This is an optimization exercise on Yosys and OpenROAD, whose aim is a short achievable clock period and few clock cycles, not a production implementation.
At most, simulation tests tie the RTL to the original design; equivalence was not proved.
Only the layout flow was run in runs 1 to 4 and 7; the RTL was not checked for function there.
The flow treats the clock pin as an ideal source, which a real chip does not have.
Power figures rest on the tool's default switching activity, not on a simulated workload.

### config.mk
export PLATFORM = sky130hd
export DESIGN_NAME = jericalla_evolucion
export DESIGN_NICKNAME = jericalla_evolucion
export VERILOG_FILES = /design/flow/design.v
export SDC_FILE = /design/flow/constraint.sdc
export NUM_CORES = 4
export LEC_CHECK = 0
export CAP_MARGIN = 20
export CORE_MARGIN = 2
export CORE_UTILIZATION = 65
export CTS_CLUSTER_DIAMETER = 150
export CTS_CLUSTER_SIZE = 24
export PLACE_DENSITY = 0.75
export SLEW_MARGIN = 20
### design.v
module contador_de_programa(
    input  wire       clk,
    input  wire       reset,
    input  wire [6:0] cantidad_instrucciones,
    output reg  [6:0] o_contador,    
    output reg  [6:0] n_r,           
    output reg        f_valido,      
    output reg        f_ultimo       
);
reg  [6:0] pc;
wire       activo    = (pc != n_r);
wire [6:0] siguiente = pc + 7'd1;
always @(posedge clk) begin
    if (reset) begin
        pc         <= 7'd0;
        o_contador <= 7'd0;
        n_r        <= cantidad_instrucciones;
    end else if (activo) begin
        pc         <= siguiente;
        o_contador <= siguiente;
    end
end
always @(posedge clk) begin
    f_valido <= activo;
    f_ultimo <= (siguiente == n_r);
end
endmodule
module unidad_control
(
    input  [3:0] instruction,
    output       op_and,
    output       op_or,
    output       op_add,
    output       op_sub,
    output       op_slt,
    output       op_nor,
    output       op_sw,
    output       op_lw,
    output       write_enable_RB,
    output       valido
);
assign op_and = (instruction == 4'd0);
assign op_or  = (instruction == 4'd1);
assign op_add = (instruction == 4'd2);
assign op_sub = (instruction == 4'd3);
assign op_slt = (instruction == 4'd4);
assign op_nor = (instruction == 4'd5);
assign op_sw  = (instruction == 4'd6);
assign op_lw  = (instruction == 4'd7);
assign write_enable_RB = (instruction <= 4'd5);
assign valido = !instruction[3];
endmodule
module ks_add(input [31:0] a, input [31:0] b, input cin, output [31:0] s, output cout);
wire [31:0] p0 = a ^ b;
wire [31:0] g0 = a & b;
wire [31:0] G [0:5];
wire [31:0] P [0:5];
assign G[0] = {g0[31:1], g0[0] | (p0[0] & cin)};
assign P[0] = p0;
genvar l, i;
generate
  for (l = 0; l < 5; l = l + 1) begin : lv
    for (i = 0; i < 32; i = i + 1) begin : bt
      if (i >= (1 << l)) begin : c
        assign G[l+1][i] = G[l][i] | (P[l][i] & G[l][i - (1 << l)]);
        assign P[l+1][i] = P[l][i] & P[l][i - (1 << l)];
      end else begin : n
        assign G[l+1][i] = G[l][i];
        assign P[l+1][i] = P[l][i];
      end
    end
  end
endgenerate
wire [31:0] c = {G[5][30:0], cin};
assign s = p0 ^ c;
assign cout = G[5][31];
endmodule
module alu(
    input         op_and,
    input         op_or,
    input         op_add,
    input         op_sub,
    input         op_slt,
    input         op_nor,
    input  [31:0] din1_alu,
    input  [31:0] din2_alu,
    output [31:0] result_alu,
    output        zero_alu
);
wire [31:0] a = din1_alu;
wire [31:0] b = din2_alu;
wire [31:0] r_and = a & b;
wire [31:0] r_or  = a | b;
wire [31:0] r_add, r_sub;
wire        c_add, c_sub;
ks_add u_add(.a(a), .b(b),  .cin(1'b0), .s(r_add), .cout(c_add));
ks_add u_sub(.a(a), .b(~b), .cin(1'b1), .s(r_sub), .cout(c_sub));
wire lt = ~c_sub;
assign result_alu = ({32{op_and}} & r_and)
                  | ({32{op_or}}  & r_or)
                  | ({32{op_nor}} & ~r_or)
                  | ({32{op_add}} & r_add)
                  | ({32{op_sub}} & r_sub)
                  | {31'd0, op_slt & lt};
wire [31:0] t = a ^ b;
wire        z_add = (t == {r_or[30:0], 1'b0});
assign zero_alu = (op_and & ~|r_and)
                | (op_or  & ~|r_or)
                | (op_nor & &r_or)
                | (op_add & z_add)
                | (op_sub & (a == b))
                | (op_slt & ~lt);
endmodule
module banco_de_registros(
    input  wire        clk,
    input  wire        reset,
    input  wire [4:0]  read_address_1,
    input  wire [4:0]  read_address_2,
    input  wire [4:0]  write_address,
    input  wire [31:0] data_write,
    input  wire        write_enable,
    output wire [31:0] data_register_1,
    output wire [31:0] data_register_2
);
reg [31:0] mem [0:31];
function [31:0] valor_inicial(input [4:0] r);
    case (r)
        5'd0:  valor_inicial = 32'h000000DE;
        5'd1:  valor_inicial = 32'h0000006F;
        5'd2:  valor_inicial = 32'h00000064;
        5'd3:  valor_inicial = 32'h000000C8;
        5'd7:  valor_inicial = 32'h00000014;
        5'd8:  valor_inicial = 32'h00000015;
        5'd9:  valor_inicial = 32'h00000016;
        5'd10: valor_inicial = 32'h00000052;
        5'd11: valor_inicial = 32'h0000001B;
        5'd12: valor_inicial = 32'h7FFFFFF3;
        5'd16: valor_inicial = 32'h00000017;
        5'd17: valor_inicial = 32'h00000018;
        5'd18: valor_inicial = 32'h00000019;
        default: valor_inicial = 32'h00000000;
    endcase
endfunction
integer i;
always @(posedge clk) begin
    if (reset) begin
        for (i = 0; i < 32; i = i + 1)
            mem[i] <= valor_inicial(i[4:0]);
    end else if (write_enable) begin
        mem[write_address] <= data_write;
    end
end
assign data_register_1 = mem[read_address_1];
assign data_register_2 = mem[read_address_2];
endmodule
module ram(
    input  wire        clk,
    input  wire [4:0]  write_address,
    input  wire [31:0] din,
    input  wire        write_enable,
    input  wire [4:0]  read_address,
    output wire [31:0] dout
);
reg [31:0] mem [0:31];
always @(posedge clk) begin
    if (write_enable)
        mem[write_address] <= din;
end
assign dout = mem[read_address];
endmodule
module jericalla_evolucion(
    input  wire        clk,
    input  wire        reset,
    input  wire [6:0]  cantidad_instrucciones,
    output wire [6:0]  imem_addr,
    input  wire [18:0] imem_data,
    output reg  [31:0] data_out,
    output reg         zf,
    output reg         valid,
    output reg         done
);
reg rst_r;
always @(posedge clk) rst_r <= reset;
wire [6:0] n_r;
wire       f_v, f_last;
contador_de_programa contador_de_programa_inst(
    .clk(clk),
    .reset(reset),
    .cantidad_instrucciones(cantidad_instrucciones),
    .o_contador(imem_addr),
    .n_r(n_r),
    .f_valido(f_v),
    .f_ultimo(f_last)
);
reg [18:0] ir;
always @(posedge clk) ir <= imem_data;
wire d_and, d_or, d_add, d_sub, d_slt, d_nor, d_sw, d_lw, d_we, d_res;
unidad_control unidad_control_inst(
    .instruction(ir[18:15]),
    .op_and(d_and), .op_or(d_or), .op_add(d_add), .op_sub(d_sub),
    .op_slt(d_slt), .op_nor(d_nor), .op_sw(d_sw), .op_lw(d_lw),
    .write_enable_RB(d_we),
    .valido(d_res)
);
wire [4:0] rs1 = ir[9:5];
wire [4:0] rs2 = ir[4:0];
reg        x_vres, x_vwe, x_vsw, x_fin;   
reg        x_and, x_or, x_add, x_sub, x_slt, x_nor, x_sw, x_lw;
reg [4:0]  x_rd;
reg [31:0] x_a, x_b;
reg [31:0] x_m;                          
reg        w_we;
reg [4:0]  w_rd;
reg [31:0] w_val;
wire [31:0] rf_a, rf_b, alu_result;
wire        alu_zero;
banco_de_registros banco_de_registros_inst(
    .clk(clk),
    .reset(rst_r),
    .read_address_1(rs1),
    .read_address_2(rs2),
    .write_address(w_rd),
    .data_write(w_val),
    .write_enable(w_we),
    .data_register_1(rf_a),
    .data_register_2(rf_b)
);
wire fe_a = x_vwe && (x_rd == rs1);
wire fw_a = w_we && (w_rd == rs1);
wire fe_b = x_vwe && (x_rd == rs2);
wire fw_b = w_we && (w_rd == rs2);
wire [31:0] d_a = fe_a ? alu_result : fw_a ? w_val : rf_a;
wire [31:0] d_b = fe_b ? alu_result : fw_b ? w_val : rf_b;
wire [31:0] ram_dout;
ram ram_inst(
    .clk(clk),
    .write_address(x_a[4:0]),
    .din(x_b),
    .write_enable(x_vsw),
    .read_address(d_a[4:0]),
    .dout(ram_dout)
);
wire fm = x_vsw && (x_a[4:0] == d_a[4:0]);
wire d_go = !rst_r && f_v;
always @(posedge clk) begin
    x_vres <= d_go && d_res;
    x_vwe  <= d_go && d_we;
    x_vsw  <= d_go && d_sw;
    x_fin  <= d_go && f_last;
    x_and  <= d_and;
    x_or   <= d_or;
    x_add  <= d_add;
    x_sub  <= d_sub;
    x_slt  <= d_slt;
    x_nor  <= d_nor;
    x_sw   <= d_sw;
    x_lw   <= d_lw;
    x_rd   <= ir[14:10];
    x_a    <= d_a;
    x_b    <= d_b;
    x_m    <= fm ? x_b : ram_dout;
end
alu alu_inst(
    .op_and(x_and), .op_or(x_or), .op_add(x_add), .op_sub(x_sub),
    .op_slt(x_slt), .op_nor(x_nor),
    .din1_alu(x_a),
    .din2_alu(x_b),
    .result_alu(alu_result),
    .zero_alu(alu_zero)
);
always @(posedge clk) begin
    data_out <= x_lw ? x_m : x_sw ? x_b : alu_result;
    w_val    <= alu_result;
    w_rd     <= x_rd;
    if (rst_r) begin
        valid <= 1'b0;
        zf    <= 1'b0;
        done  <= (n_r == 7'd0);
        w_we  <= 1'b0;
    end else begin
        valid <= x_vres;
        if (x_vwe)
            zf <= alu_zero;
        if (x_fin)
            done <= 1'b1;
        w_we  <= x_vwe;
    end
end
endmodule
### standard.sh
#!/bin/bash
# synth_recipe.tcl (not shown) runs the flow's synth.tcl, then flattens the netlist and writes it again
# the make line also repeats each setting of config.mk as NAME=value (left out here)
make -C /OpenROAD-flow-scripts/flow DESIGN_CONFIG=/design/flow/config.mk WORK_HOME=/design/flow/orfs CLKGATE_MAP_FILE= SYNTH_SCRIPT=/design/flow/synth_recipe.tcl "${@:-finish}"
### constraint.sdc
create_clock -name core_clock -period 10.0 [get_ports {clk}]
set_input_delay 2.0000 -clock core_clock [delete_from_list [all_inputs] [get_ports {clk}]]
set_output_delay 2.0000 -clock core_clock [all_outputs]
set_load 0.01 [all_outputs]
### flow/run.sh
#!/bin/bash
# Standard ORFS layout (the standard.sh, standard synthesis unchanged),
# with repair_timing aiming for a setup slack margin, so that the resizer
# works on paths well below the 10 ns clock. The SDC is not changed.
set -euo pipefail
MARGIN=${MARGIN:-7}
bash standard.sh SETUP_SLACK_MARGIN=$MARGIN finish > standard_make.log 2>&1
==> results of run 1 <==
==> power by group through the flow <==
stage / logic [mW] / registers, mW / clock network (mW)
detailed placement: 3.03 / 11.5 / 0
global route: 4.23 / 11.2 / 5.26
floorplan: 2.25 / 11.1 / 0
global placement: 3.02 / 11.5 / 0
finish: 4.11 / 11.2 / 4.99
CTS: 3.68 / 11.2 / 4.95
==> cells by family after synthesis <==
kind of cell               Yosys count  synth area share, %
DFF                               2238                 62.2
and+or+nand+nor                   1642                 8.87
muxes                             1017                 20.3
buffers and inverters              659                 2.51
AOI/OAI and AO/OA                  595                 3.92
adders and majority gates          121                 1.45
xor gates and xnor gates            90                0.749
==> repair_timing <==
item	4_1_cts	5_1_grt
hold endpoints to repair	0	0
gates cloned	27	9
buffers inserted	157	70
resized for setup	592	171
pin swaps	55	76
endpoints found under the setup margin	943	384
==> final timing paths <==
check	cells after the start	start	to	slack (ps)
worst max register to register	8	ir[0]	x_b[2]	6900
worst min register to register	0	ir[11]	x_rd[1]	340
worst min-delay path	0	ir[11]	x_rd[1]	340
worst max-delay path	1	done	done	6630
==> layer usage <==
layer,vias to the layer above,share of wire [%]
li1,25050,-
met1,33221,32
met2,6162,46
met3,1326,15
met4,14,7.3
met5,-,0.030
==> cells in the final DEF (no fill, tap or decap), types with 80 or more instances in the layout <==
cell type / synthesis / routed
a21oi_1: 147 / 112
a22oi_1: 92 / 92
and2_1: 953 / 953
buf_4: 3 / 257
buf_6: 3 / 83
clkbuf_1: 401 / 83
clkbuf_16: 0 / 111
edfxtp_1: 2056 / 2056
inv_1: 112 / 103
mux2i_1: 117 / 101
mux4_2: 897 / 897
nand2_1: 162 / 160
nor2_1: 211 / 139
or3_1: 81 / 80
==> cell type report <==
class,count,share of cell area [%]
clock inverters,8,0.139
multi-input cells,3476,33.7
repair inverters,1,0.00429
inverters,120,0.439
well taps,2160,2.32
flip-flops and latches,2238,56.3
repair buffers,474,4.63
clock buffers,186,2.47
diodes,14,0.0300
==> flip-flops by register name, summed over array words and instances (netlist names), 19 cells and up <==
register	flops
x_a	32
banco_de_registros_inst.mem	1024
w_val	32
ram_inst.mem	1024
data_out	32
ir	19
x_b	32
==> results.json, run 1 <==
{
  "place_inst": 8206,
  "firstDrtPassIters": 8,
  "io_pins": 70,
  "place.gp.congestion": 1.02,
  "synth_area_sq_um": 105000,
  "routedWlPerCell_um": 40.2,
  "pre_cts_ws_ps": 5700,
  "rsz0062_at_grt": "yes",
  "fillers": 9609,
  "peakVddDrop_uv": 184,
  "drtAntennaViolNets": 0,
  "final_cell_area_sq_um": 117000,
  "numCtsBuffers": 103,
  "num-nets-final": 6563,
  "comb_power_share_pct": 20.3,
  "hold_path_class": "flip-flop to flip-flop",
  "worstPathMaxFanout": 1,
  "post-synth-top-area-cell": "edfxtp_1",
  "power_frac_seq_pct": 55.1,
  "initial_core_util_pct": 65.5,
  "portBuffers": 69,
  "fin_crit_ps": 3370,
  "die_h_um": 406,
  "gr-usage-met3_pct": 11.4,
  "fin_ws_ps": 6630,
  "slowest_delay_ps": 410,
  "overflow": 0,
  "synth_top_area_share_pct": 58.7,
  "p_total_mw": 20.3,
  "die_x_um": 406,
  "ys_seq_area_share_pct": 62.2,
  "critical_path.cell_chain": "buf_2",
  "grt_pass1_wl_um": 481000,
  "switchingPower_mw": 5.91,
  "setup.worst_path.start_class": "flip-flop",
  "crit_path_top_delay_cell": "edfxtp_1",
  "drc": 0,
  "finalSetupTns_ps": 0,
  "multi_input_area_sq_um": 39300,
  "final_max_slew_viol_count": 0,
  "max-cap-violations": 0,
  "met2_usage_pct": 65.0,
  "htreeDepth": 3,
  "p_per_area_nw_per_um2": 174,
  "yosysWarnings": 5,
  "path_buf_inv": 1,
  "grt_max_degree": 69,
  "root_buffer": "clkbuf_16",
  "synthMostInstantiatedCell": "edfxtp_1",
  "synth_enable_flop_cells": 2056,
  "stdcell_count": 8677,
  "clkPwrFrac_pct": 24.6,
  "grt_pass1_vias": 63873,
  "dieArea_sq_um": 165000,
  "switching_share_pct": 29.1,
  "synth_cell_types": 92,
  "syn_inst": 6362,
  "clk_path_buf_depth": 3,
  "top_usage_layer": "met2",
  "vias": 65773,
  "worst_slew_pin_slew_ps": 1140,
  "core_area_sq_um": 161000,
  "post_dp_cell_area_sq_um": 108000,
  "final_util_pct": 72.7,
  "setup_viol": 0,
  "status": "finished clean",
  "grt.met1_usage_pct": 55.6,
  "synth_nets": 6511,
  "drt-vias-per-instance": 7.58,
  "cp_data_arrival_time_ps": 1370,
  "timing.hold.ws_ps": 340,
  "syn_area_per_cell_sq_um": 16.5,
  "area_growth_pct": 11.0,
  "dp_hpwl_um": 178000,
  "drive_gt1_share_pct": 29.5,
  "layout.area.seq_sq_um": 65700,
  "track_usage_pct": 42.4,
  "fin_crit_sh_pct": 33.7,
  "cts_tree": "built",
  "ys.flop_type": "edfxtp_1",
  "synth_area_leaders": "edfxtp_1 59%, mux4_2 19%, and2_1 5.7%",
  "clk_pin_slew_ps": 100,
  "ys_ff_latch": 2238,
  "cts.sinks": 2238,
  "critPathCaptureType": "output pin",
  "p_leak_nw": 39.1,
  "hold_buffers": 0,
  "rows": 147,
  "slew_headroom_pct": 24.2,
  "cp.required_ps": 8000,
  "p_int_mw": 14.4,
  "hold_viol_final": 0,
  "fmax_mhz": 296,
  "netlist_top_cells_count": "2,056 x edfxtp_1, 953 x and2_1, 897 x mux4_2",
  "async_flop_share_pct": 0,
  "cpLargestDelayFamily": "flip-flops",
  "fin_worst_skew_ps": 36.3,
  "antenna_found_initial": 25,
  "path_class": "flip-flop to output pin",
  "insertion_delay_ps": 820,
  "drt_iter0_markers": 11848,
  "drt_wl_total_um": 349000
}
==> run 2, diff against run 1 <==
--- a/design.v
+++ b/design.v
@@ -272,18 +272,9 @@
     data_out <= x_lw ? x_m : x_sw ? x_b : alu_result;
     w_val    <= alu_result;
     w_rd     <= x_rd;
-    if (rst_r) begin
-        valid <= 1'b0;
-        zf    <= 1'b0;
-        done  <= (n_r == 7'd0);
-        w_we  <= 1'b0;
-    end else begin
-        valid <= x_vres;
-        if (x_vwe)
-            zf <= alu_zero;
-        if (x_fin)
-            done <= 1'b1;
-        w_we  <= x_vwe;
-    end
-end
-endmodule
+    valid <= !rst_r && x_vres;
+    zf    <= !rst_r && ((x_vwe && alu_zero) || (!x_vwe && zf));
+    done  <= rst_r ? (n_r == 7'd0) : (done || x_fin);
+    w_we  <= !rst_r && x_vwe;
+end
+endmodule
==> run 2 against run 1 <==
Cell area up 0.20%. Largest power group unchanged. Via count fell by 1.1%. Hold slack lost 2.4 ps. Highest routed layer unchanged. Still clean on timing, DRC and antenna. Synthesized cell count hardly changed.
==> results.json, run 2 <==
{
  "firstDrtPassIters": 8,
  "p_leak_nw": 39.2,
  "worst_slew_pin_slew_ps": 1210,
  "track_usage_pct": 43.3,
  "syn_inst": 6366,
  "grt_max_degree": 67,
  "rsz0062_at_grt": "yes",
  "antenna_found_initial": 15,
  "portBuffers": 69,
  "drt-met1-wl_um": 114000,
  "ys_ff_latch": 2238,
  "hold_end": "x_rd[2]",
  "fmax_mhz": 297,
  "hold_path_class": "flip-flop to flip-flop",
  "synthMostInstantiatedCell": "edfxtp_1",
  "drtAntennaViolNets": 0,
  "reg.largest.list": "banco_de_registros_inst.mem (1024), ram_inst.mem (1024)",
  "final_util_pct": 72.9,
  "finalSetupTns_ps": 0,
  "synth_top_area_share_pct": 58.8,
  "synth_enable_flop_cells": 2055,
  "synth_nets": 6498,
  "final_common_cell": "edfxtp_1",
  "r2r_start": "x_a[3]",
  "reg2reg_depth": 13,
  "maxUsedRoutingLayer": "met5",
  "post_dp_cell_area_sq_um": 109000,
  "fin_ws_ps": 6640,
  "cp_data_arrival_time_ps": 1360,
  "met3WireLength_um": 45600,
  "crit_path_top_delay_cell": "dfxtp_4",
  "p_total_mw": 20.7,
  "grt_pass1_vias": 64032,
  "slew_headroom_pct": 19.1,
  "drive_gt1_share_pct": 30.7,
  "die_x_um": 406,
  "cpLargestDelayFamily": "flip-flops",
  "place.gp.congestion": 1.03,
  "critical_path.cell_chain": "buf_6",
  "path_buf_inv": 1,
  "stdcell_count": 8711,
  "dp_hpwl_um": 195000,
  "hold_viol_final": 0,
  "ys_seq_area_share_pct": 62.3,
  "setup.worst_path.start_class": "flip-flop",
  "final_max_slew_viol_count": 0,
  "die_h_um": 406,
  "ys.flop_type": "edfxtp_1",
  "fin_crit_sh_pct": 33.6,
  "clk_path_buf_depth": 3,
  "reg2reg_slack_ps": 6660,
  "setup_viol": 0,
  "fillers": 9804,
  "peakVddDrop_uv": 166,
  "met2_length_um": 164000,
  "rows": 147,
  "synth_area_sq_um": 105000,
  "path_class": "flip-flop to output pin",
  "num-nets-final": 6599,
  "final_cell_area_sq_um": 117000,
  "post-synth-top-area-cell": "edfxtp_1",
  "area_growth_pct": 11.5,
  "drt_iter0_markers": 11145,
  "fin_worst_skew_ps": 37.9,
  "synth_area_leaders": "edfxtp_1 59%, mux4_2 19%, and2_1 5.7%",
  "drt_wl_total_um": 354000,
  "drt-vias-per-instance": 7.47,
  "yosysWarnings": 5,
  "io_pins": 70,
  "slowest_delay_ps": 450,
  "grt_pass1_wl_um": 489000,
  "numCtsBuffers": 103,
  "worstHoldStart": "ir[12]",
  "max-cap-violations": 0,
  "overflow": 0,
  "insertion_delay_ps": 820,
  "pre_cts_ws_ps": 5040,
  "clk_pin_slew_ps": 100,
  "root_buffer": "clkbuf_16",
  "drc": 0,
  "worstPathMaxFanout": 1,
  "htreeDepth": 3,
  "initial_core_util_pct": 65.4,
  "whs_path_depth": 0,
  "timing.hold.ws_ps": 338,
  "core_area_sq_um": 160000,
  "routedWlPerCell_um": 40.7,
  "critPathCaptureType": "output pin",
  "place_inst": 8258,
  "layout_common_cells": "2,055 x edfxtp_1, 958 x and2_1, 898 x mux4_2, 308 x buf_4, 170 x nor2_1",
  "cp.required_ps": 8000,
  "cts.sinks": 2238,
  "netlist_top_cells_count": "2,055 x edfxtp_1, 960 x and2_1, 898 x mux4_2",
  "async_flop_share_pct": 0,
  "status": "finished clean",
  "cts_tree": "built",
  "fin_crit_ps": 3360,
  "r2r_end": "data_out[31]",
  "p_per_area_nw_per_um2": 177,
  "dieArea_sq_um": 165000,
  "vias": 65082,
  "synth_cell_types": 84,
  "syn_area_per_cell_sq_um": 16.5
}
[run 2: cells by family (layout without fill, tap and decap cells)]
group / after synthesis / count (layout) / synth area share [%]
flops: 2238 / 2238 / 62.3
simple gates: 1679 / 1679 / 9.11
mux: 1024 / 1024 / 20.5
buf+inv: 657 / 840 / 2.38
compound gates: 579 / 579 / 3.75
fa+ha+maj: 104 / 104 / 1.25
xor+xnor: 85 / 85 / 0.710
other cells: 0 / 2 / 0
[run 2: power by group]
part / switching (mW) / leakage (nW) / internal, mW
clock network: 2.95 / 1.43 / 1.99
logic: 2.87 / 16.5 / 1.88
registers: 0.328 / 21.3 / 10.6
total: 6.15 / 39.2 / 14.5
[run 2: layout make-up]
| type | instances | area, sq um | area share [%] |
|---|---|---|---|
| diodes | 2 | 5.00 | 0.00428 |
| clock buffers | 179 | 2860 | 2.45 |
| clock inverters | 8 | 160 | 0.137 |
| inverters | 119 | 492 | 0.420 |
| multi-input cells | 3471 | 39200 | 33.5 |
| flip-flops and latches | 2238 | 65700 | 56.1 |
| well taps | 2160 | 2700 | 2.31 |
| repair buffers | 534 | 5870 | 5.02 |
[run 2: worst max path at each step]
stage,startpoint,to,slack [ps],cells past startpoint
floorplan,x_a[1],data_out[31],6410,16
global placement,x_b[22],x_b[0],5120,11
detailed placement,x_b[21],x_a[0],5040,11
CTS,data_out[21],data_out[21],6610,1
global route,x_b[4],data_out[31],6590,15
finish,data_out[19],data_out[19],6640,1
[run 2: metal layers]
metal | track usage, % | up-vias
li1 | - | 25147
met1 | 55.4 | 33230
met2 | 67.3 | 5431
met3 | 9.98 | 1268
met4 | 28.6 | 6
met5 | 0 | -
[run 2: timing repair]
action / 4_1_cts / 5_1_grt
pin swaps: 66 / 63
hold buffers: 0 / 0
endpoints found under the setup margin: 1369 / 345
setup buffers: 195 / 48
resized for setup: 702 / 152
gates cloned: 12 / 9
==> run 3, diff against run 2 <==
==> flow/run.sh (replaced) <==
#!/bin/bash
# Standard ORFS layout (the standard.sh, standard synthesis unchanged),
# with repair_timing aiming for a setup slack margin, so that the resizer
# works on paths well below the 10 ns clock (the SDC is not changed), and a
# placement step before CTS that moves each output port's flip-flop next to
# its output buffer (flow/move_out.tcl).
set -euo pipefail
MARGIN=${MARGIN:-7}
HERE=$(pwd)
bash standard.sh SETUP_SLACK_MARGIN=$MARGIN PRE_CTS_TCL=$HERE/flow/move_out.tcl finish > standard_make.log 2>&1
==> flow/move_out.tcl (new file) <==
# Move each flip-flop that drives an output port's buffer next to that
# buffer (which sits at the port), then legalize. Shortens the wire between
# the flip-flop and the output buffer; the clock tree is built afterwards.
set block [ord::get_db_block]
set moved 0
foreach bterm [$block getBTerms] {
  if {[$bterm getIoType] != "OUTPUT"} { continue }
  set net [$bterm getNet]
  if {$net == "NULL"} { continue }
  set buf ""
  foreach it [$net getITerms] {
    if {[$it isOutputSignal]} { set buf [$it getInst] }
  }
  if {$buf == ""} { continue }
  set innet ""
  foreach it [$buf getITerms] {
    if {[$it isInputSignal]} { set innet [$it getNet] }
  }
  if {$innet == "" || $innet == "NULL"} { continue }
  set drv ""
  foreach it [$innet getITerms] {
    if {[$it isOutputSignal]} { set drv [$it getInst] }
  }
  if {$drv == ""} { continue }
  set mname [[$drv getMaster] getName]
  if {![string match "*df*" $mname]} { continue }
  lassign [$buf getLocation] x y
  $drv setLocation $x $y
  incr moved
}
puts "move_out: moved $moved flip-flops next to their output buffers"
detailed_placement
==> run 3 against run 2 <==
Core utilization rose by 0.11 points. Combinational power rose by 2%. Sequential power barely moved. Register-to-register slack got worse by 320 ps. Cell count rose by 0.18%. Synthesized cell count did not move. Fmax fell by 8.2%. Clock power barely moved. Area after synthesis did not move. Routed wire length rose by 0.55%. Sequential share of layout area fell by 0.13 points. Clock-buffer cell count rose by 7. Critical endpoint is now data_out[31]. Highest routed layer unchanged.
==> results.json, run 3 <==
{
  "post_dp_cell_area_sq_um": 109000,
  "finalSetupTns_ps": 0,
  "comb_power_share_pct": 23.4,
  "antenna_found_initial": 10,
  "reg.largest.list": "banco_de_registros_inst.mem (1024), ram_inst.mem (1024)",
  "synth_area_sq_um": 105000,
  "drt_iter0_markers": 11110,
  "power_frac_seq_pct": 52.6,
  "met2_usage_pct": 67.1,
  "drc": 0,
  "p_per_area_nw_per_um2": 177,
  "cpLargestDelayFamily": "compound AO/OA/AOI/OAI gates",
  "io_pins": 70,
  "insertion_delay_ps": 800,
  "rows": 147,
  "p_leak_nw": 39.3,
  "hold_buffers": 0,
  "initial_core_util_pct": 65.4,
  "setup.worst_path.start_class": "flip-flop",
  "critical_path.cell_chain": "inv_4, ha_4, buf_4, nor3b_2, o31ai_4, a2111oi_4, o41ai_4, a31oi_4, nor4_2, a2111oi_2, buf_4, and3_4, a311oi_4",
  "fin_worst_skew_ps": 49.9,
  "clk_pin_slew_ps": 100,
  "switchingPower_mw": 6.17,
  "synth_area_leaders": "edfxtp_1 59%, mux4_2 19%, and2_1 5.7%",
  "grt_max_degree": 66,
  "grt_pass1_wl_um": 492000,
  "die_x_um": 406,
  "hold_path_class": "flip-flop to flip-flop",
  "grt.met1_usage_pct": 55.8,
  "final_max_slew_viol_count": 0,
  "firstDrtPassIters": 7,
  "cp_data_arrival_time_ps": 4270,
  "post-synth-top-area-cell": "edfxtp_1",
  "syn_inst": 6366,
  "cp.required_ps": 10610,
  "yosysWarnings": 5,
  "synth_top_area_share_pct": 58.8,
  "fin_crit_sh_pct": 36.6,
  "crit_top_cell": "buf_4",
  "path_depth": 13,
  "clkPwrFrac_pct": 23.9,
  "final_common_cell": "edfxtp_1",
  "place.gp.congestion": 1.03,
  "slowest_delay_ps": 570,
  "crit_path_top_delay_cell": "o41ai_4",
  "fin_crit_ps": 3660,
  "r2r_start": "x_b[4]",
  "max-cap-violations": 0,
  "path_buf_inv": 3,
  "top_usage_layer": "met2",
  "syn_area_per_cell_sq_um": 16.5,
  "synth_cell_types": 84,
  "numCtsBuffers": 103,
  "routedWlPerCell_um": 40.8,
  "layout_common_cells": "2,055 x edfxtp_1, 959 x and2_1, 898 x mux4_2, 318 x buf_4, 168 x nor2_1",
  "status": "finished clean",
  "async_flop_share_pct": 0,
  "cts_tree": "built",
  "fmax_mhz": 273,
  "drive_gt1_share_pct": 30.6,
  "ys.flop_type": "edfxtp_1",
  "peakVddDrop_uv": 187,
  "critPathCaptureType": "flip-flop",
  "ys_seq_area_share_pct": 62.3,
  "whs_path_depth": 0,
  "worstHoldStart": "ir[11]",
  "drt_wl_total_um": 356000,
  "reg2reg_depth": 13,
  "worst_slew_pin_slew_ps": 984,
  "p_int_mw": 14.6,
  "rsz0062_at_grt": "yes",
  "dp_hpwl_um": 195000,
  "switching_share_pct": 29.8,
  "path_class": "flip-flop to flip-flop",
  "overflow": 0,
  "cp-startpoint": "x_b[4]",
  "hold_viol_final": 0,
  "gr-usage-met3_pct": 9.98,
  "portBuffers": 69,
  "worstPathMaxFanout": 5,
  "num-nets-final": 6602,
  "setup_viol": 0,
  "ys_ff_latch": 2238,
  "netlist_top_cells_count": "2,055 x edfxtp_1, 960 x and2_1, 898 x mux4_2",
  "cts.sinks": 2238,
  "vias": 65204,
  "synth_enable_flop_cells": 2055,
  "core_area_sq_um": 160000,
  "track_usage_pct": 43.5,
  "area_growth_pct": 11.6,
  "drt-vias-per-instance": 7.47,
  "drtAntennaViolNets": 0,
  "final_cell_area_sq_um": 117000,
  "dieArea_sq_um": 165000,
  "synth_nets": 6498,
  "slew_headroom_pct": 34.4,
  "synthMostInstantiatedCell": "edfxtp_1",
  "die_h_um": 406,
  "grt_pass1_vias": 64090
}
## run 3: cell counts after synthesis
Identical to the previous run, type by type.
## run 3: final cells by class
cell class	count	area, sq um
flip-flops and latches	2238	65600
repair buffers	537	5940
inverters	119	494
clock inverters	9	140
diodes	7	17.5
clock buffers	186	2890
fillers	9773	43200
multi-input cells	3471	39300
well taps	2160	2700
## run 3: cells by family after synthesis
group                      synth area share, %
DFF                                       62.3
and+or+nand+nor                           9.11
muxes                                     20.5
xor gates and xnor gates                 0.710
adders and majority gates                 1.25
AOI/OAI and AO/OA                         3.75
buffers and inverters                     2.38
## run 3: routing by layer
| layer | part of all wire, % | vias to the layer above | routed length, um |
|---|---|---|---|
| li1 | - | 25186 | - |
| met1 | 32 | 33394 | 115000 |
| met2 | 46 | 5407 | 164000 |
| met3 | 13 | 1209 | 45600 |
| met4 | 8.9 | 8 | 31700 |
| met5 | 0.013 | - | 47 |
## run 3: power groups by stage
stage,combinational (mW),clock [mW],sequential [mW]
floorplan,2.29,0,11.1
global placement,3.52,0,11.3
detailed placement,3.54,0,11.3
CTS,4.51,4.93,10.9
global route,4.94,5.22,10.9
finish,4.86,4.96,10.9
## run 3: stage by stage
stage	setup WS [ps]	hold slack (ps)	utilization [%]	std cells	power [mW]
4_1_cts	6360	335	72.4	8671	20.3
6_report	6340	336	73.0	8727	20.7
3_5_place_dp	5040	314	67.7	8258	14.9
2_1_floorplan	6410	310	-	6366	13.4
5_1_grt	6380	343	73.0	8721	21.1
3_3_place_gp	5120	313	67.7	8258	14.8
## run 3: worst reg2reg max path, stage by stage, from the launching register on
cell	delay [ps]
dfxtp_4	420
inv_4	60
ha_4	310
buf_4	130
nor3b_2	60
o31ai_4	360
a2111oi_4	160
o41ai_4	570
a31oi_4	220
nor4_2	360
a2111oi_2	70
buf_4	160
and3_4	180
a311oi_4	440
## run 3: repair_timing
item                                    4_1_cts  5_1_grt
gates cloned                                 19        6
buffers inserted                            199       43
endpoints found under the setup margin     1319      498
resized for setup                           700      122
pin swaps                                    76       53
## run 3: final timing paths
check	endpoint	slack, ps
worst min-delay path	x_rd[1]	340
worst max-delay path	data_out[31]	6340
worst min register to register	x_rd[1]	340
worst max register to register	data_out[31]	6340
==> run 4, diff against run 3 <==
--- a/design.v
+++ b/design.v
@@ -272,9 +272,18 @@
     data_out <= x_lw ? x_m : x_sw ? x_b : alu_result;
     w_val    <= alu_result;
     w_rd     <= x_rd;
-    valid <= !rst_r && x_vres;
-    zf    <= !rst_r && ((x_vwe && alu_zero) || (!x_vwe && zf));
-    done  <= rst_r ? (n_r == 7'd0) : (done || x_fin);
-    w_we  <= !rst_r && x_vwe;
-end
-endmodule
+    if (rst_r) begin
+        valid <= 1'b0;
+        zf    <= 1'b0;
+        done  <= (n_r == 7'd0);
+        w_we  <= 1'b0;
+    end else begin
+        valid <= x_vres;
+        if (x_vwe)
+            zf <= alu_zero;
+        if (x_fin)
+            done <= 1'b1;
+        w_we  <= x_vwe;
+    end
+end
+endmodule
==> run 4 against run 3 <==
Hold slack improved by 2.2 ps. Routed wire length is 0.88% lower. Sequential power about the same. First-iteration DRC count is 11% higher. Core utilization shrank 0.14 points. Cell count down 0.53%. Critical path depth is 12 lower. Clock skew is 12 ps lower. Global-route usage down 0.63 points. Clock power about the same.
==> results.json, run 4 <==
{
  "drt_iter0_markers": 12325,
  "top_usage_layer": "met2",
  "synth_top_area_share_pct": 58.7,
  "met2_usage_pct": 65.8,
  "cts.sinks": 2238,
  "drc": 0,
  "final_common_cell": "edfxtp_1",
  "dieArea_sq_um": 165000,
  "core_area_sq_um": 161000,
  "syn_area_per_cell_sq_um": 16.5,
  "insertion_delay_ps": 810,
  "status": "finished clean",
  "final_max_slew_viol_count": 0,
  "async_flop_share_pct": 0,
  "synth_cell_types": 92,
  "cts_tree": "built",
  "cp.required_ps": 8000,
  "antenna_found_initial": 26,
  "final_util_pct": 72.9,
  "path_buf_inv": 1,
  "ys.flop_type": "edfxtp_1",
  "ys_seq_area_share_pct": 62.2,
  "setup_viol": 0,
  "gr-usage-met3_pct": 12.0,
  "grt_pass1_vias": 64436,
  "dp_hpwl_um": 178000,
  "path_class": "flip-flop to output pin",
  "rsz0062_at_grt": "yes",
  "grt_max_degree": 69,
  "syn_inst": 6362,
  "timing.hold.ws_ps": 339,
  "rows": 147,
  "max-cap-violations": 0,
  "fin_crit_sh_pct": 33.3,
  "num-nets-final": 6575,
  "clk_pin_slew_ps": 90,
  "post-synth-top-area-cell": "edfxtp_1",
  "p_per_area_nw_per_um2": 174,
  "place_inst": 8206,
  "critPathCaptureType": "output pin",
  "numCtsBuffers": 103,
  "hold_path_class": "flip-flop to flip-flop",
  "critical_path.cell_chain": "buf_2",
  "hold_buffers": 0,
  "reg.largest.list": "banco_de_registros_inst.mem (1024), ram_inst.mem (1024)",
  "hold_viol_final": 0,
  "p_leak_nw": 39.2,
  "io_pins": 70,
  "portBuffers": 69,
  "setup.worst_path.start_class": "flip-flop",
  "die_x_um": 406,
  "fmax_mhz": 300,
  "fillers": 9517,
  "firstDrtPassIters": 7,
  "synth_nets": 6511,
  "post_dp_cell_area_sq_um": 108000,
  "grt_pass1_wl_um": 487000,
  "worst_slew_pin_slew_ps": 1180,
  "cpLargestDelayFamily": "flip-flops",
  "fin_crit_ps": 3330,
  "overflow": 0,
  "initial_core_util_pct": 65.5,
  "layout_common_cells": "2,056 x edfxtp_1, 953 x and2_1, 897 x mux4_2, 263 x buf_4, 156 x nand2_1",
  "routedWlPerCell_um": 40.7,
  "drt_wl_total_um": 353000,
  "pre_cts_ws_ps": 5700,
  "finalSetupTns_ps": 0,
  "vias": 66280,
  "grt.met1_usage_pct": 55.4,
  "netlist_top_cells_count": "2,056 x edfxtp_1, 953 x and2_1, 897 x mux4_2",
  "ys_ff_latch": 2238,
  "stdcell_count": 8681,
  "synthMostInstantiatedCell": "edfxtp_1",
  "synth_enable_flop_cells": 2056,
  "place.gp.congestion": 1.02,
  "drive_gt1_share_pct": 30.3,
  "fin_ws_ps": 6670,
  "synth_area_leaders": "edfxtp_1 59%, mux4_2 19%, and2_1 5.7%",
  "synth_area_sq_um": 105000,
  "fin_worst_skew_ps": 37.9,
  "yosysWarnings": 5,
  "p_total_mw": 20.3,
  "area_growth_pct": 11.3,
  "crit_path_top_delay_cell": "edfxtp_1",
  "slew_headroom_pct": 21.2,
  "slowest_delay_ps": 380,
  "final_cell_area_sq_um": 117000,
  "die_h_um": 406,
  "cp_data_arrival_time_ps": 1330,
  "worstPathMaxFanout": 1,
  "track_usage_pct": 42.9,
  "drtAntennaViolNets": 0,
  "peakVddDrop_uv": 156,
  "drt-vias-per-instance": 7.64
}
[run 4: path summary, 6_finish.rpt]
| path | endpoint | cells after the start | from | slack [ps] |
|---|---|---|---|---|
| worst min register to register | x_rd[1] | 0 | ir[11] | 340 |
| worst max register to register | data_out[28] | 12 | x_a[11] | 6800 |
| worst max-delay path | done | 1 | done | 6670 |
| worst min-delay path | x_rd[1] | 0 | ir[11] | 340 |
[run 4: power breakdown]
part | switching [mW] | leakage, nW | total (mW) | internal, mW
Clock | 2.97 | 1.42 | 4.95 | 1.98
Sequential | 0.503 | 21.3 | 11.1 | 10.6
Combinational | 2.48 | 16.5 | 4.27 | 1.78
[run 4: kinds of logic (layout without fill, tap and decap cells)]
logic type / count (synthesis) / count (layout) / share of synthesized area (%)
flip-flops: 2238 / 2238 / 62.2
AND/OR/NAND/NOR: 1642 / 1653 / 8.87
multiplexers: 1017 / 1017 / 20.3
buffers and inverters: 659 / 787 / 2.51
AO/OA/AOI/OAI: 595 / 595 / 3.92
adder cells (fa/ha/maj): 121 / 121 / 1.45
XOR/XNOR: 90 / 90 / 0.749
other: 0 / 20 / 0
[run 4: what timing repair did]
| item | 4_1_cts | 5_1_grt |
|---|---|---|
| cloned | 26 | 10 |
| setup endpoints to repair | 933 | 473 |
| setup buffers | 177 | 61 |
| gates resized for setup | 621 | 195 |
| pin swaps | 66 | 89 |
[run 4: per-layer routing]
layer	part of all wire (%)	wire, um	vias to the layer above
li1	-	-	25047
met1	31	110000	33229
met2	46	162000	6418
met3	15	54100	1566
met4	7.9	27700	20
met5	0.041	146	-
[run 4: final cells by class]
class | instances | area (sq um) | area share (%)
Sequential cell | 2238 | 65700 | 56.1
Timing Repair inverter | 1 | 5.00 | 0.00428
Inverter | 120 | 512 | 0.437
Timing Repair Buffer | 486 | 5570 | 4.76
Clock inverter | 8 | 171 | 0.146
Clock buffer | 172 | 2840 | 2.42
Tap cell | 2160 | 2700 | 2.31
Multi-Input combinational cell | 3476 | 39600 | 33.8
Antenna cell | 20 | 50.0 | 0.0428
==> run 5, diff against run 4 <==
--- a/design.v
+++ b/design.v
@@ -155,18 +155,17 @@
 endmodule
 module ram(
     input  wire        clk,
-    input  wire [4:0]  write_address,
+    input  wire [4:0]  address,
     input  wire [31:0] din,
     input  wire        write_enable,
-    input  wire [4:0]  read_address,
     output wire [31:0] dout
 );
 reg [31:0] mem [0:31];
 always @(posedge clk) begin
     if (write_enable)
-        mem[write_address] <= din;
-end
-assign dout = mem[read_address];
+        mem[address] <= din;
+end
+assign dout = mem[address];
 endmodule
 module jericalla_evolucion(
     input  wire        clk,
@@ -204,11 +203,10 @@
 );
 wire [4:0] rs1 = ir[9:5];
 wire [4:0] rs2 = ir[4:0];
-reg        x_vres, x_vwe, x_vsw, x_fin;   
+reg        x_v, x_last, x_res, x_we;
 reg        x_and, x_or, x_add, x_sub, x_slt, x_nor, x_sw, x_lw;
 reg [4:0]  x_rd;
 reg [31:0] x_a, x_b;
-reg [31:0] x_m;                          
 reg        w_we;
 reg [4:0]  w_rd;
 reg [31:0] w_val;
@@ -225,28 +223,17 @@
     .data_register_1(rf_a),
     .data_register_2(rf_b)
 );
-wire fe_a = x_vwe && (x_rd == rs1);
+wire fe_a = x_v && x_we && (x_rd == rs1);
 wire fw_a = w_we && (w_rd == rs1);
-wire fe_b = x_vwe && (x_rd == rs2);
+wire fe_b = x_v && x_we && (x_rd == rs2);
 wire fw_b = w_we && (w_rd == rs2);
 wire [31:0] d_a = fe_a ? alu_result : fw_a ? w_val : rf_a;
 wire [31:0] d_b = fe_b ? alu_result : fw_b ? w_val : rf_b;
-wire [31:0] ram_dout;
-ram ram_inst(
-    .clk(clk),
-    .write_address(x_a[4:0]),
-    .din(x_b),
-    .write_enable(x_vsw),
-    .read_address(d_a[4:0]),
-    .dout(ram_dout)
-);
-wire fm = x_vsw && (x_a[4:0] == d_a[4:0]);
-wire d_go = !rst_r && f_v;
-always @(posedge clk) begin
-    x_vres <= d_go && d_res;
-    x_vwe  <= d_go && d_we;
-    x_vsw  <= d_go && d_sw;
-    x_fin  <= d_go && f_last;
+always @(posedge clk) begin
+    x_v    <= !rst_r && f_v;
+    x_last <= f_last;
+    x_res  <= d_res;
+    x_we   <= d_we;
     x_and  <= d_and;
     x_or   <= d_or;
     x_add  <= d_add;
@@ -258,7 +245,6 @@
     x_rd   <= ir[14:10];
     x_a    <= d_a;
     x_b    <= d_b;
-    x_m    <= fm ? x_b : ram_dout;
 end
 alu alu_inst(
     .op_and(x_and), .op_or(x_or), .op_add(x_add), .op_sub(x_sub),
@@ -268,8 +254,16 @@
     .result_alu(alu_result),
     .zero_alu(alu_zero)
 );
-always @(posedge clk) begin
-    data_out <= x_lw ? x_m : x_sw ? x_b : alu_result;
+wire [31:0] ram_dout;
+ram ram_inst(
+    .clk(clk),
+    .address(x_a[4:0]),
+    .din(x_b),
+    .write_enable(!rst_r && x_v && x_sw),
+    .dout(ram_dout)
+);
+always @(posedge clk) begin
+    data_out <= x_lw ? ram_dout : x_sw ? x_b : alu_result;
     w_val    <= alu_result;
     w_rd     <= x_rd;
     if (rst_r) begin
@@ -278,12 +272,12 @@
         done  <= (n_r == 7'd0);
         w_we  <= 1'b0;
     end else begin
-        valid <= x_vres;
-        if (x_vwe)
+        valid <= x_v && x_res;
+        if (x_v && x_we)
             zf <= alu_zero;
-        if (x_fin)
+        if (x_v && x_last)
             done <= 1'b1;
-        w_we  <= x_vwe;
-    end
-end
-endmodule
+        w_we  <= x_v && x_we;
+    end
+end
+endmodule
==> run 5 against run 4 <==
Cell count increased by 0.65%. Clock skew increased by 15 ps. Critical path depth increased by 8. Critical path type is now flip-flop to flip-flop.
==> results.json, run 5 <==
{
  "grt_pass1_wl_um": 475000,
  "fin_worst_skew_ps": 52.7,
  "core_area_sq_um": 161000,
  "fin_crit_ps": 3400,
  "status": "finished clean",
  "drc": 0,
  "synthXorXnorAreaFrac_pct": 0.732,
  "ys_ff_latch": 2238,
  "slew_headroom_pct": 24.9,
  "insertion_delay_ps": 790,
  "initial_core_util_pct": 65.5,
  "synthMostInstantiatedCell": "edfxtp_1",
  "firstDrtPassIters": 15,
  "rows": 147,
  "p_leak_nw": 39.9,
  "vias": 64934,
  "max-cap-violations": 0,
  "area_growth_pct": 12.1,
  "post_dp_cell_area_sq_um": 109000,
  "r2r_start": "x_a[4]",
  "worst_slew_pin_slew_ps": 1130,
  "cp.required_ps": 10580,
  "synth_top_area_share_pct": 58.6,
  "ys.flop_type": "edfxtp_1",
  "setup_viol": 0,
  "reg.largest.list": "banco_de_registros_inst.mem (1024), ram_inst.mem (1024)",
  "final_cell_area_sq_um": 118000,
  "post-synth-top-area-cell": "edfxtp_1",
  "synth_nets": 6524,
  "die_x_um": 406,
  "place_inst": 8233,
  "fillers": 9603,
  "grt_max_degree": 74,
  "final_max_slew_viol_count": 0,
  "place.gp.congestion": 0.991,
  "dieArea_sq_um": 165000,
  "die_h_um": 406,
  "cts_tree": "built",
  "cts.sinks": 2238,
  "drive_gt1_share_pct": 31.6,
  "syn_area_per_cell_sq_um": 16.5,
  "synth_top_family_by_area": "multiplexers",
  "antenna_found_initial": 7,
  "routedWlPerCell_um": 39.3,
  "grt_pass1_vias": 64050,
  "stdcell_count": 8737,
  "track_usage_pct": 41.6,
  "async_flop_share_pct": 0,
  "overflow": 0,
  "final_common_cell": "edfxtp_1",
  "worstPathMaxFanout": 13,
  "fmax_mhz": 294,
  "p_per_area_nw_per_um2": 176,
  "synth_area_leaders": "edfxtp_1 59%, mux4_2 19%, and2_1 5.7%",
  "drtAntennaViolNets": 0,
  "path_class": "flip-flop to flip-flop",
  "synth_compound_area_share_pct": 4.18,
  "synth_cell_types": 90,
  "synth_fa_ha_area_share_pct": 1.45,
  "timing.hold.ws_ps": 339,
  "syn_inst": 6375,
  "ys_seq_area_share_pct": 62.1,
  "setup.worst_path.start_class": "flip-flop",
  "drt-vias-per-instance": 7.43,
  "fin_crit_sh_pct": 34.0,
  "synth_enable_flop_cells": 2056,
  "synth.mux.area_fraction_pct": 20.1,
  "p_total_mw": 20.7,
  "numCtsBuffers": 103,
  "hold_path_class": "flip-flop to flip-flop",
  "rsz0062_at_grt": "yes",
  "cp_data_arrival_time_ps": 3980,
  "drt_wl_total_um": 343000,
  "drt_iter0_markers": 10799,
  "synth_area_sq_um": 105000,
  "clk_pin_slew_ps": 100,
  "hold_viol_final": 0,
  "finalSetupTns_ps": 0,
  "synthSimpleGateAreaFrac_pct": 8.91,
  "dp_hpwl_um": 185000,
  "yosysWarnings": 5,
  "portBuffers": 69,
  "num-nets-final": 6632,
  "cp-startpoint": "x_a[4]",
  "layout_common_cells": "2,056 x edfxtp_1, 958 x and2_1, 897 x mux4_2, 294 x buf_4, 172 x nand2_1",
  "worstHoldStart": "ir[14]",
  "hold_buffers": 0,
  "peakVddDrop_uv": 225,
  "critPathCaptureType": "flip-flop",
  "io_pins": 70,
  "netlist_top_cells_count": "2,056 x edfxtp_1, 959 x and2_1, 897 x mux4_2"
}
run 5: power breakdown:
part | internal [mW] | switching (mW)
clock | 2.01 | 2.96
combinational | 1.98 | 2.69
sequential | 10.6 | 0.470
total | 14.6 | 6.12
run 5: cell type report:
class | count | area (sq um) | area share, %
Sequential cell | 2238 | 65700 | 55.6
Tap cell | 2160 | 2700 | 2.29
Multi-Input combinational cell | 3465 | 39800 | 33.7
Clock buffer | 186 | 2910 | 2.47
Clock inverter | 8 | 168 | 0.142
Timing Repair inverter | 1 | 16.3 | 0.0138
Inverter | 129 | 559 | 0.474
Antenna cell | 5 | 12.5 | 0.0106
Timing Repair Buffer | 545 | 6220 | 5.27
run 5: timing repair:
item                                     CTS  global route
gates resized for setup                  704           208
pin swaps                                 93            95
cloned                                    25            11
buffers inserted                         213            56
endpoints found under the setup margin  1287           345
run 5: path summary, 6_finish.rpt:
kind / endpoint / cells past startpoint / slack, ps
hold / removal: x_rd[4] / 0 / 340
hold reg to reg: x_rd[4] / 0 / 340
setup / recovery: data_out[31] / 9 / 6600
setup reg to reg: data_out[31] / 9 / 6600
run 5: cells by family after synthesis:
logic type,after synthesis
muxes,990
and+or+nand+nor,1636
buffers and inverters,674
AOI/OAI and AO/OA,628
adders and majority gates,121
DFF,2238
xor gates and xnor gates,88
run 5: metrics by stage:
step / setup slack, ps / utilization [%]
CTS: 6660 / 72.4
finish: 6600 / 73.4
global route: 6660 / 73.4
detailed placement: 5280 / 67.5
global placement: 5310 / 67.5
floorplan: 6950 / -
run 5: metal layers:
metal | up-vias | track usage (%) | share of wire (%)
met2 | 5265 | 66.3 | 48
met4 | 2 | 20.0 | 5.6
met1 | 33437 | 55.5 | 33
met5 | - | 0 | 0.0029
li1 | 25236 | - | -
met3 | 994 | 8.99 | 13
run 5: critical path, cell delays in order (launching register included):
cell and delay [ps]:
dfxtp_4 370, buf_4 180, nand2_2 460, nor2_4 260, buf_16 250, a22oi_1 230, nand3_1 180, a221oi_2 700
o21bai_1 330, o41ai_4 220
Testbench counts of run 5, summed over its fixed seeds: cycles 5,397.
==> run 6, diff against run 5 <==
==> flow/run.sh (replaced) <==
#!/bin/bash
# Standard ORFS layout (the standard.sh, standard synthesis unchanged),
# with repair_timing aiming for a setup slack margin, so that the resizer
# works on paths well below the 10 ns clock (the SDC is not changed), and a
# placement step before CTS that moves each output port's flip-flop halfway towards
# its output buffer (flow/move_out.tcl).
set -euo pipefail
MARGIN=${MARGIN:-7}
HERE=$(pwd)
bash standard.sh SETUP_SLACK_MARGIN=$MARGIN PRE_CTS_TCL=$HERE/flow/move_out.tcl finish > standard_make.log 2>&1
--- a/flow/move_out.tcl
+++ b/flow/move_out.tcl
@@ -1,5 +1,5 @@
-# Move each flip-flop that drives an output port's buffer next to that
-# buffer (which sits at the port), then legalize. Shortens the wire between
+# Move each flip-flop that drives an output port's buffer halfway towards
+# that buffer (which sits at the port), then legalize. Shortens the wire between
 # the flip-flop and the output buffer; the clock tree is built afterwards.
 set block [ord::get_db_block]
 set moved 0
@@ -24,9 +24,10 @@
   if {$drv == ""} { continue }
   set mname [[$drv getMaster] getName]
   if {![string match "*df*" $mname]} { continue }
-  lassign [$buf getLocation] x y
-  $drv setLocation $x $y
+  lassign [$buf getLocation] bx by
+  lassign [$drv getLocation] fx fy
+  $drv setLocation [expr {($bx + $fx) / 2}] [expr {($by + $fy) / 2}]
   incr moved
 }
-puts "move_out: moved $moved flip-flops next to their output buffers"
+puts "move_out: moved $moved flip-flops towards their output buffers"
 detailed_placement
==> run 6 against run 5 <==
Register-to-register slack better by 220 ps. Critical path type is now flip-flop to output pin. Clock skew down 5.0 ps. Critical endpoint is now done. Hold slack worse by 4.4 ps. Still clean. Largest power group unchanged. First-iteration DRC count down 3.9%.
==> results.json, run 6 <==
{
  "status": "finished clean",
  "firstDrtPassIters": 9,
  "synth_cell_types": 90,
  "final_util_pct": 73.4,
  "slew_headroom_pct": 26.8,
  "layout_common_cells": "2,056 x edfxtp_1, 958 x and2_1, 897 x mux4_2, 302 x buf_4, 172 x nand2_1",
  "fin_crit_sh_pct": 33.1,
  "stdcell_count": 8744,
  "cpLargestDelayFamily": "flip-flops",
  "ys.flop_type": "edfxtp_1",
  "synthMostInstantiatedCell": "edfxtp_1",
  "syn_area_per_cell_sq_um": 16.5,
  "synth_area_leaders": "edfxtp_1 59%, mux4_2 19%, and2_1 5.7%",
  "hold_buffers": 0,
  "drive_gt1_share_pct": 31.4,
  "post-synth-top-area-cell": "edfxtp_1",
  "peakVddDrop_uv": 174,
  "critical_path.cell_chain": "buf_2",
  "vias": 64941,
  "cp.required_ps": 8000,
  "routedWlPerCell_um": 39.2,
  "portBuffers": 69,
  "cp_data_arrival_time_ps": 1310,
  "path_class": "flip-flop to output pin",
  "place_inst": 8233,
  "yosysWarnings": 5,
  "rsz0062_at_grt": "yes",
  "ys_seq_area_share_pct": 62.1,
  "synth_enable_flop_cells": 2056,
  "insertion_delay_ps": 790,
  "syn_inst": 6375,
  "post_dp_cell_area_sq_um": 109000,
  "crit_path_top_delay_cell": "edfxtp_1",
  "p_leak_nw": 39.9,
  "rows": 147,
  "clk_pin_slew_ps": 90,
  "setup_viol": 0,
  "drtAntennaViolNets": 0,
  "die_h_um": 406,
  "worst_slew_pin_slew_ps": 1100,
  "max-cap-violations": 0,
  "drt_iter0_markers": 10377,
  "setup.worst_path.start_class": "flip-flop",
  "grt_pass1_wl_um": 476000,
  "final_cell_area_sq_um": 118000,
  "reg2reg_depth": 12,
  "slowest_delay_ps": 380,
  "final_max_slew_viol_count": 0,
  "final_common_cell": "edfxtp_1",
  "critPathCaptureType": "output pin",
  "antenna_found_initial": 9,
  "fmax_mhz": 303,
  "io_pins": 70,
  "place.gp.congestion": 0.991,
  "synth_nets": 6524,
  "finalSetupTns_ps": 0,
  "track_usage_pct": 41.7,
  "fin_worst_skew_ps": 47.7,
  "whs_path_depth": 0,
  "fin_crit_ps": 3310,
  "synth_area_sq_um": 105000,
  "cts_tree": "built",
  "dp_hpwl_um": 185000,
  "hold_path_class": "flip-flop to flip-flop",
  "hold_viol_final": 0,
  "num-nets-final": 6641,
  "reg.largest.list": "banco_de_registros_inst.mem (1024), ram_inst.mem (1024)",
  "area_growth_pct": 12.1,
  "p_per_area_nw_per_um2": 175,
  "grt_pass1_vias": 64164,
  "drt-vias-per-instance": 7.43,
  "initial_core_util_pct": 65.5,
  "path_depth": 1,
  "drt_wl_total_um": 343000,
  "ys_ff_latch": 2238,
  "numCtsBuffers": 103,
  "die_x_um": 406,
  "core_area_sq_um": 161000,
  "async_flop_share_pct": 0,
  "drc": 0,
  "grt_max_degree": 74,
  "netlist_top_cells_count": "2,056 x edfxtp_1, 959 x and2_1, 897 x mux4_2",
  "worstPathMaxFanout": 1,
  "path_buf_inv": 1,
  "synth_top_area_share_pct": 58.6,
  "dieArea_sq_um": 165000,
  "cts.sinks": 2238,
  "overflow": 0
}
==> run 6: cell counts after synthesis <==
No cell type changed its count.
==> run 6: power breakdown <==
part	internal (mW)	switching (mW)
logic	1.98	2.65
clock network	2.02	2.94
registers	10.6	0.495
total	14.6	6.09
==> run 6: kinds of logic (layout without fill, tap and decap cells) <==
logic type | after synthesis | after routing | synth area share (%)
buffers and inverters | 674 | 878 | 2.54
XOR/XNOR | 88 | 88 | 0.732
adder cells (fa/ha/maj) | 121 | 121 | 1.45
multiplexers | 990 | 990 | 20.1
AND/OR/NAND/NOR | 1636 | 1639 | 8.91
other | 0 | 2 | 0
AO/OA/AOI/OAI | 628 | 628 | 4.18
flip-flops | 2238 | 2238 | 62.1
==> run 6: worst paths after layout <==
check,start,endpoint,slack (ps)
setup / recovery,done,done,6690
hold / removal,ir[10],x_rd[0],330
setup reg to reg,x_a[8],data_out[0],6820
hold reg to reg,ir[10],x_rd[0],330
==> run 6: final cells by class <==
type	count	area, sq um
diodes	2	5.00
clock buffers	186	2910
clock inverters	9	164
fillers	9669	42700
inverters	129	541
multi-input cells	3466	39700
flip-flops and latches	2238	65700
well taps	2160	2700
repair buffers	553	6340
repair inverters	1	16.3
==> run 6: per-stage QoR <==
stage	hold slack [ps]	total power, mW	setup WS, ps
2_1_floorplan	310	13.4	6950
3_3_place_gp	311	14.7	5310
3_5_place_dp	312	14.7	5280
4_1_cts	335	20.3	6660
5_1_grt	342	21.2	6640
6_report	335	20.7	6690
==> run 6: timing repair <==
item,CTS,global route
buffers inserted,200,76
endpoints found under the setup margin,1285,443
gates cloned,31,7
pin swaps,90,111
resized for setup,726,170
==> run 6: routing by layer <==
layer  part of all wire [%]  GRT usage, %
met2                     48          66.5
met3                     13          9.10
met1                     33          55.1
met4                    6.1          20.7
met5                 0.0079             0
==> run 7, diff against run 6 <==
--- a/design.v
+++ b/design.v
@@ -262,6 +262,9 @@
     .write_enable(!rst_r && x_v && x_sw),
     .dout(ram_dout)
 );
+reg done_pre;
+always @(posedge clk)
+    done_pre <= rst_r ? (n_r == 7'd0) : (done_pre || (f_v && f_last));
 always @(posedge clk) begin
     data_out <= x_lw ? ram_dout : x_sw ? x_b : alu_result;
     w_val    <= alu_result;
@@ -275,8 +278,7 @@
         valid <= x_v && x_res;
         if (x_v && x_we)
             zf <= alu_zero;
-        if (x_v && x_last)
-            done <= 1'b1;
+        done  <= done_pre;
         w_we  <= x_v && x_we;
     end
 end
==> run 7 against run 6 <==
Still clean. Cell area is 1.5% lower. Clock skew shrank 3.7 ps. Flip-flop and latch count did not move. Combinational power decreased by about 10%. Sequential share of layout area rose by 0.80 points. Critical endpoint is now data_out[31]. Largest cell class unchanged.
==> results.json, run 7 <==
{
  "overflow": 0,
  "path_class": "flip-flop to flip-flop",
  "insertion_delay_ps": 780,
  "ys.flop_type": "edfxtp_1",
  "rsz0062_at_grt": "yes",
  "fin_crit_sh_pct": 33.3,
  "vias": 63360,
  "reg2reg_depth": 13,
  "routedWlPerCell_um": 37.3,
  "syn_area_per_cell_sq_um": 16.4,
  "peakVddDrop_uv": 155,
  "critPathCaptureType": "flip-flop",
  "place.gp.congestion": 0.941,
  "drt_iter0_markers": 9946,
  "switchingPower_mw": 5.78,
  "cp.required_ps": 10600,
  "drt_wl_total_um": 325000,
  "drt-vias-per-instance": 7.28,
  "firstDrtPassIters": 8,
  "yosysWarnings": 5,
  "whs_path_depth": 0,
  "synth_area_leaders": "edfxtp_1 59%, mux4_2 19%, and2_1 5.7%",
  "grt.met1_usage_pct": 53.5,
  "initial_core_util_pct": 65.5,
  "core_area_sq_um": 161000,
  "async_flop_share_pct": 0,
  "p_total_mw": 20.1,
  "rows": 147,
  "final_common_cell": "edfxtp_1",
  "synth_top_area_share_pct": 58.6,
  "ys_ff_latch": 2238,
  "io_pins": 70,
  "layout_common_cells": "2,055 x edfxtp_1, 960 x and2_1, 897 x mux4_2, 259 x buf_4, 234 x nand2_1",
  "status": "finished clean",
  "antenna_found_initial": 10,
  "grt_max_degree": 75,
  "hold_end": "x_rd[2]",
  "gr-usage-met3_pct": 8.93,
  "p_int_mw": 14.4,
  "setup_viol": 0,
  "clkPwrFrac_pct": 24.2,
  "area_growth_pct": 10.4,
  "final_max_slew_viol_count": 0,
  "hold_viol_final": 0,
  "fmax_mhz": 300,
  "r2r_end": "data_out[31]",
  "finalSetupTns_ps": 0,
  "worstHoldStart": "ir[12]",
  "path_depth": 13,
  "syn_inst": 6422,
  "cts.sinks": 2238,
  "drc": 0,
  "slowest_delay_ps": 400,
  "ys_seq_area_share_pct": 62.1,
  "comb_power_share_pct": 20.6,
  "setup.worst_path.start_class": "flip-flop",
  "slew_headroom_pct": 16.8,
  "switching_share_pct": 28.7,
  "synth_enable_flop_cells": 2055,
  "drtAntennaViolNets": 0,
  "die_x_um": 407,
  "cp_data_arrival_time_ps": 3940,
  "fin_crit_ps": 3330,
  "r2r_start": "x_a[4]",
  "portBuffers": 69,
  "fillers": 9972,
  "numCtsBuffers": 103,
  "p_leak_nw": 38.9,
  "dp_hpwl_um": 179000,
  "path_buf_inv": 3,
  "dieArea_sq_um": 165000,
  "critical_path.cell_chain": "clkinvlp_4, ha_4, buf_12, nor2_4, o311ai_4, a31oi_4, a2111oi_4, o211ai_1, nand2_2, a41o_1, o211ai_1, buf_4, a31oi_4",
  "crit_path_top_delay_cell": "o211ai_1",
  "top_usage_layer": "met2",
  "hold_path_class": "flip-flop to flip-flop",
  "num-nets-final": 6593,
  "power_frac_seq_pct": 55.2,
  "reg.largest.list": "banco_de_registros_inst.mem (1024), ram_inst.mem (1024)",
  "grt_pass1_wl_um": 458000,
  "synth_cell_types": 96,
  "track_usage_pct": 39.8,
  "grt_pass1_vias": 62616,
  "met2_usage_pct": 63.5,
  "max-cap-violations": 0,
  "synth_nets": 6571,
  "drive_gt1_share_pct": 29.7,
  "worst_slew_pin_slew_ps": 1250,
  "clk_pin_slew_ps": 100,
  "fin_worst_skew_ps": 44.0,
  "cpLargestDelayFamily": "compound AO/OA/AOI/OAI gates",
  "synthMostInstantiatedCell": "edfxtp_1",
  "cts_tree": "built",
  "worstPathMaxFanout": 5,
  "synth_area_sq_um": 105000,
  "die_h_um": 407,
  "post-synth-top-area-cell": "edfxtp_1",
  "netlist_top_cells_count": "2,055 x edfxtp_1, 960 x and2_1, 897 x mux4_2",
  "p_per_area_nw_per_um2": 173,
  "reg2reg_slack_ps": 6670
}
[run 7: changes by cell type after synthesis, moves of 13 or more]
| cell | change |
|---|---|
| o21ai_1 | +73 |
| nand2_1 | +58 |
| o211ai_1 | -46 |
| nor3_1 | +25 |
| a22oi_1 | +18 |
| buf_2 | -18 |
| buf_1 | +17 |
| clkbuf_1 | -13 |
| nand4_1 | +13 |
| o21ai_0 | -13 |
[run 7: stage by stage]
stage	setup slack, ps	std cells	utilization (%)	hold slack (ps)	area [sq um]
global placement	4940	8266	67.5	376	109000
global route	6650	8694	72.3	385	116000
CTS	6700	8653	71.8	381	115000
floorplan	6800	6422	-	310	106000
detailed placement	5230	8266	67.5	371	109000
finish	6670	8700	72.4	381	116000
[run 7: cells by family after synthesis]
kind of cell / count (synthesis) / synth area share [%]
flops: 2238 / 62.1
buf+inv: 667 / 2.57
mux: 1002 / 20.2
xor+xnor: 94 / 0.782
simple gates: 1699 / 9.13
compound gates: 601 / 3.81
fa+ha+maj: 121 / 1.44
[run 7: routing by layer]
| layer | vias to the layer above | part of all wire, % |
|---|---|---|
| met4 | 8 | 5.1 |
| met3 | 944 | 13 |
| met2 | 4801 | 48 |
| li1 | 25114 | - |
| met5 | - | 0.018 |
| met1 | 32493 | 34 |
[run 7: how the worst max path moves through the flow]
stage	endpoint	slack, ps	start
global route	data_out[12]	6650	x_a[0]
floorplan	data_out[12]	6800	x_a[0]
CTS	x_a[27]	6700	x_a[14]
finish	data_out[31]	6670	x_a[4]
detailed placement	data_out[27]	5230	x_a[4]
global placement	data_out[24]	4940	x_a[3]
[run 7: area by class of cell]
class,count,area (sq um),share of cell area (%)
multi-input combinational,3517,39600,34.0
inverter,124,510,0.439
clock buffer,185,2890,2.48
antenna,7,17.5,0.0151
timing repair buffer,460,4870,4.18
clock inverter,9,116,0.100
sequential,2238,65700,56.4
tap,2160,2700,2.32
[run 7: repair_timing]
action | CTS | global route
gates resized for setup | 624 | 134
hold buffers | 0 | 0
cloned | 7 | 3
endpoints found under the setup margin | 1364 | 359
setup buffers | 186 | 37
pin swaps | 89 | 48
[run 7: power by group through the flow]
| stage | registers (mW) | clock network (mW) | logic [mW] |
|---|---|---|---|
| CTS | 11.1 | 4.87 | 3.90 |
| finish | 11.1 | 4.88 | 4.15 |
| global placement | 11.5 | 0 | 3.05 |
| global route | 11.2 | 5.17 | 4.32 |
| floorplan | 11.0 | 0 | 2.28 |
| detailed placement | 11.5 | 0 | 3.06 |

port drivers added, routing unchanged:
Ports are ideal in the flow. The routed layouts listed here were re-timed in OpenROAD.
Step 1 sets driving cells, clkbuf_16 on the clock port and buf_2 on the other inputs (assumed; they add their load-dependent delay and slew).
Step 2, shift: input delay + t, output delay - t, t = (earliest + latest rising clock arrival at the registers) / 2. This alone moves slack from input paths to output paths.
a / b / c = ideal / step 1 / step 2; a / b = the first two.
| run | t, ns | slack for setup (ns) | latest minus earliest clock arrival (ns) | worst register clock-pin slew, ns | worst slew at a driven data input, ns |
|---|---|---|---|---|---|
| run 1 | 0.895 | 6.626 / 6.532 / 6.765 | 0.040 / 0.041 | 0.12 / 0.12 | 0.08 |
| run 2 | 0.893 | 6.636 / 6.541 / 6.657 | 0.044 / 0.044 | 0.12 / 0.12 | 0.06 |
| run 3 | 0.869 | 6.336 / 6.336 / 6.336 | 0.055 / 0.055 | 0.11 / 0.11 | 0.06 |
| run 4 | 0.881 | 6.671 / 6.577 / 6.759 | 0.038 / 0.039 | 0.12 / 0.12 | 0.09 |
| run 5 | 0.861 | 6.601 / 6.601 / 6.601 | 0.054 / 0.054 | 0.11 / 0.11 | 0.07 |
| run 6 | 0.857 | 6.695 / 6.604 / 6.755 | 0.051 / 0.051 | 0.11 / 0.11 | 0.06 |
| run 7 | 0.851 | 6.665 / 6.657 / 6.665 | 0.048 / 0.047 | 0.11 / 0.11 | 0.08 |
After both steps setup and hold are still met in every run listed.
